Context: an optimization exercise on an open-source flow, tuned for small area, a short achievable clock period and few clock cycles. The choices shown serve that exercise and are no tape-out recipe. The RTL was checked by simulation tests, not by an equivalence proof against the original design. Power is estimated from default activity; no workload was simulated.

==> flow/design.v, too long to show whole: its modules and the start of the top module <==
// module M1: 918 lines
module M1 (
		input logic clk,
		input logic reset,
		input logic M1_start,
		input logic [15:0] SRAM_read_data,
		output logic [17:0] M1_SRAM_Address,
		output logic [15:0] M1_SRAM_write_data,
		output logic M1_Status,
		output logic M1_SRAM_we_n
);
  // ...
==> flow/run.sh <==
#!/bin/bash
# synth_recipe.tcl (not shown) runs the flow's synth.tcl, then flattens the netlist and writes it again
# the make line also repeats each setting of config.mk as NAME=value (left out here)
make -C /OpenROAD-flow-scripts/flow DESIGN_CONFIG=/design/flow/config.mk WORK_HOME=/design/flow/orfs CLKGATE_MAP_FILE= SYNTH_SCRIPT=/design/flow/synth_recipe.tcl finish
==> flow/config.mk <==
export PLATFORM = sky130hd
export DESIGN_NAME = M1
export DESIGN_NICKNAME = M1
export VERILOG_FILES = /design/flow/design.v
export SDC_FILE = /design/flow/constraint.sdc
export NUM_CORES = 4
export LEC_CHECK = 0
export CAP_MARGIN = 20
export CORE_MARGIN = 2
export CORE_UTILIZATION = 40
export SLEW_MARGIN = 20
==> flow/constraint.sdc <==
create_clock -name core_clock -period 13.0 [get_ports {clk}]
set_input_delay 2.6000 -clock core_clock [delete_from_list [all_inputs] [get_ports {clk}]]
set_output_delay 2.6000 -clock core_clock [all_outputs]
set_load 0.01 [all_outputs]
==> results.sh, run 1 <==
export IMPL_drtIter0Drc=979
export IMPL_multi_input_cells=1442
export IMPL_finalInstanceArea_um2=25600
export IMPL_setup_slack_ns=5.73
export IMPL_portBuffers=54
export IMPL_root_buffer="clkbuf_16"
export IMPL_largest_register_ffs=24
export IMPL_grt_pass1_wl_um=93400
export IMPL_grt_usage_pct=20.0
export IMPL_status="finished clean"
export IMPL_postPlaceCellArea_um2=24700
export IMPL_n_tap_cell=765
export IMPL_synthSimpleGateAreaFrac_pct=9.04
export IMPL_maxCapViolations=0
export IMPL_fin_crit_ns=7.27
export IMPL_cts_made_buffers=27
export IMPL_pg_comb_w=0.0000104
export IMPL_nClkBuffers=36
export IMPL_multiInputGateArea_um2=14100
export IMPL_p_seq_w=0.000863
export IMPL_vias=15735
export IMPL_worstHoldStart="wu1[4]"
export IMPL_route_detailed_drc=0
export IMPL_synth_most_common_cell="inv_1"
export IMPL_wl_met2_um=28100
export IMPL_htreeDepth=1
export IMPL_crit_cells=21
export IMPL_pwr_group_clock_w=0.000758
export IMPL_yosys_top_cells_count="500 x inv_1, 289 x fa_1, 204 x ha_1"
export IMPL_ant_nets=0
export IMPL_synth_top_family_by_area="adder cells"
export IMPL_r2r_start="chv"
export IMPL_p_sw_w=0.000332
export IMPL_critPathMaxFanout=48
export IMPL_ys_seq_area_share_pct=30.5
export IMPL_busiest_layer="met2"
Testbench counts, summed over its fixed seeds: cycles 1,166,424.
==> inputs of run 2 (changes only) <==
--- a/flow/config.mk
+++ b/flow/config.mk
@@ -7,5 +7,5 @@
 export LEC_CHECK = 0
 export CAP_MARGIN = 20
 export CORE_MARGIN = 2
-export CORE_UTILIZATION = 40
+export CORE_UTILIZATION = 60
 export SLEW_MARGIN = 20
==> results.sh, run 2 <==
export IMPL_ys_seq_area_share_pct=30.5
export IMPL_final_common_cell="inv_1"
export IMPL_crit_chain="buf_4 -> mux2i_1 -> inv_1 -> fa_1 -> inv_1 -> fa_1 -> fa_1 -> fa_1 -> inv_1 -> fa_1 -> inv_1 -> fa_1 -> inv_1 -> ha_1 -> and3_1 -> a2111oi_0 -> nor3_1 -> a41oi_1 -> and2b_1 -> xnor2_1 -> mux2_2"
export IMPL_vias=15932
export IMPL_synth_ff_type="edfxtp_1"
export IMPL_synthTopCellsByArea="fa_1 25%, edfxtp_1 22%, ha_1 11%"
export IMPL_diodes=0
export IMPL_top_regs="res (24), M1_SRAM_Address (18), ra (18)"
export IMPL_critPathMaxFanout=48
export IMPL_path_delay_family="adder cells"
export IMPL_hp_class="reg -> reg"
export IMPL_holdBufCountCts=0
export IMPL_path_common_cell="fa_1"
export IMPL_vias_per_cell=5.61
export IMPL_ff2ff_setup_slack_ns=5.63
export IMPL_drtIter0Drc=1198
export IMPL_worstHoldPathCells=0
export IMPL_r2r_end="pv[7]"
export IMPL_placed_cells=2789
export IMPL_seq_area_um2=7090
export IMPL_n_fill_cell=3128
export IMPL_dieArea_um2=40400
export IMPL_synth_area_um2=23300
export IMPL_async_reset_ff_share_pct=19.8
export IMPL_maxSlewHeadroom_pct=39.0
export IMPL_io_pins=55
export IMPL_dp_hpwl_um=45900
export IMPL_ant_nets=0
export IMPL_detail_route_wl_per_cell_um=20.2
export IMPL_yosys_top_cells_count="500 x inv_1, 289 x fa_1, 204 x ha_1"
export IMPL_maxSlewViolCount=0
export IMPL_tritoncts="yes"
export IMPL_largest_register_ffs=24
export IMPL_clockBufferDepth=3
export IMPL_htreeDepth=1
export IMPL_max_freq_ghz=0.136
export IMPL_peakVddDrop_v=0.0000954
export IMPL_postPlaceCellArea_um2=24400
export IMPL_fin_crit_ns=7.37
export IMPL_drt_total_wl_um=57400
export IMPL_syn_nets=2761
export IMPL_multiInputGateArea_um2=14100
export IMPL_die_h_um=201
export IMPL_fin_setup_tns_ns=0
export IMPL_synth_seq_cells=257
export IMPL_fin_crit_sh_pct=56.7
export IMPL_worstHoldStart="wu3[2]"
export IMPL_drive_above_1_share_pct=5.26
export IMPL_status="finished clean"
export IMPL_power_w=0.00175
export IMPL_root_buffer="clkbuf_16"
export IMPL_synth_edff_count=168
export IMPL_gp_congestion=0.927
export IMPL_antenna_found_initial=1
export IMPL_grt_ovfl_total=0
export IMPL_worst_ep_arrival_time_ns=7.68
export IMPL_core_region_area_um2=38500
export IMPL_finalSetupViolCount=0
export IMPL_maxCapViolations=0
export IMPL_grt_pass1_wl_um=92200
export IMPL_nets=2812
export IMPL_yosysTopAreaCell="fa_1"
export IMPL_crit_type="reg -> reg"
export IMPL_cts_made_buffers=27
export IMPL_clk_pin_slew_ns=0.07
export IMPL_ys_warnings_count=1
export IMPL_finalInstanceArea_um2=25400
export IMPL_clock_latency_ns=0.56
export IMPL_num_rows=72
export IMPL_route_detailed_drc=0
export IMPL_synth_top_cell_area_share_pct=24.9
export IMPL_dr_pass1_iters=7
export IMPL_portBuffers=54
export IMPL_leakage_nw=11.7
export IMPL_grt_usage_pct=29.6
export IMPL_crit_buf_inv=6
export IMPL_r2r_cells=21
export IMPL_top_register="res"
export IMPL_cp_slowest_cell="buf_4"
export IMPL_synth_most_common_cell="inv_1"
export IMPL_clock_skew_ns=0.0160
export IMPL_hold_violations=0
export IMPL_start_util_pct=60.5
export IMPL_syn2layout_area_growth_pct=9.31
export IMPL_grt_max_degree=52
export IMPL_r2r_start="chv"
export IMPL_start_kind="flop"
export IMPL_max_stage_delay_ns=0.64
export IMPL_required_ns=13.31
export IMPL_grt_pass1_vias=16791
export IMPL_ctsResizeCount=0
export IMPL_rsz0062_at_grt="no"
export IMPL_clock_sinks=257
export IMPL_synth_distinct_cells=78
export IMPL_die_x_um=201
export IMPL_post_cts_buffers=0
export IMPL_power_density_nw_per_um2=68.7
export IMPL_endpoint_kind="flop"
export IMPL_whs_endpoint="wu2[2]"
export IMPL_layout_common_cells="500 x inv_1, 289 x fa_1, 204 x ha_1"
export IMPL_finalNonFillerCells=2839
export IMPL_max_slew_worst_pin_slew_ns=0.908
export IMPL_avgSynthCellArea_um2=10.3
export IMPL_synthCells=2249
-- run 2: cell counts after synthesis --
Identical to the previous run, type by type.
-- run 2: worst max-delay path by stage --
| stage | start | to | slack, ns | cells past startpoint |
|---|---|---|---|---|
| 2_1_floorplan | chv | pu[7] | 5.98 | 23 |
| 3_3_place_gp | chv | pv[7] | 5.77 | 21 |
| 3_5_place_dp | chv | pv[7] | 5.67 | 21 |
| 4_1_cts | chv | pv[7] | 5.63 | 21 |
| 5_1_grt | chv | pu[7] | 5.09 | 21 |
| 6_report | chv | pv[7] | 5.63 | 21 |
-- run 2: layout make-up --
| type | instances | share of cell area [%] |
|---|---|---|
| clock inverters | 20 | 1.13 |
| clock buffers | 30 | 2.82 |
| inverters | 500 | 7.38 |
| repair buffers | 72 | 2.64 |
| well taps | 518 | 2.55 |
| flip-flops and latches | 257 | 27.9 |
| multi-input cells | 1442 | 55.6 |
-- run 2: power breakdown --
part / internal (W) / switching [W] / total [W]
Sequential: 0.000863 / 0 / 0.000863
Clock: 0.000536 / 0.000336 / 0.000872
Combinational: 0.00000492 / 0.00000590 / 0.0000108
-- run 2: cells by family (layout without fill, tap and decap cells) --
group | Yosys count | count (layout) | share of synthesized area, %
AOI/OAI and AO/OA | 336 | 336 | 9.06
DFF | 257 | 257 | 30.5
muxes | 81 | 81 | 3.65
adders and majority gates | 494 | 494 | 35.9
xor gates and xnor gates | 78 | 78 | 2.94
and+or+nand+nor | 453 | 453 | 9.04
buffers and inverters | 550 | 622 | 8.93
-- run 2: through the flow --
step                      setup WS (ns)  util [%]  hold WS, ns
after floorplan                    5.98         -        0.420
after global placement             5.77      63.5        0.433
after detailed placement           5.67      63.5        0.432
after CTS                          5.63      66.1        0.448
after global routing               5.09      66.1        0.456
final                              5.63      66.1        0.449
-- run 2: worst reg2reg max path, delay by kind of cell (launching register included) --
kind	cells	cell delay [ns]
AO/OA/AOI/OAI	2	0.42
XOR/XNOR	1	0.14
adder cells (fa/ha/maj)	7	3.37
buffers and inverters	6	0.98
flip-flops	1	0.34
multiplexers	2	0.79
AND/OR/NAND/NOR	3	1.09
-- run 2: per-layer routing --
metal	GRT usage (%)	routed length (µm)	vias up
met5	0	13	-
met4	10.7	2210	2
met3	2.99	2620	103
met2	50.5	28300	420
met1	39.7	24300	7992
li1	-	-	7415

## re-timing with driven ports
Ports are ideal in the flow. The routed layouts listed here were re-timed in OpenROAD. Step 1 (the two cells are an assumption about what drives the block):
set clk [get_ports {clk}]
set_driving_cell -lib_cell sky130_fd_sc_hd__clkbuf_16 $clk
set_driving_cell -lib_cell sky130_fd_sc_hd__buf_2 [delete_from_list [all_inputs] $clk]
Step 2 adds t to the input delays and takes it off the output delays; t is the mean of the earliest and latest rising clock arrival at the registers after step 1. Input paths then give back, and output paths get back, about the clock's delay inside the block. Slacks: ideal ports / drivers / drivers and shift; pairs: ideal ports / drivers.
run | t (ns) | slack for setup (ns) | clock arrival spread, ns | pins driven straight from the clock port
run 1 | 0.598 | 5.732 / 5.732 / 5.732 | 0.017 / 0.018 | 1
run 2 | 0.609 | 5.631 / 5.631 / 5.631 | 0.017 / 0.016 | 1
After both steps setup and hold are still met in every run listed.
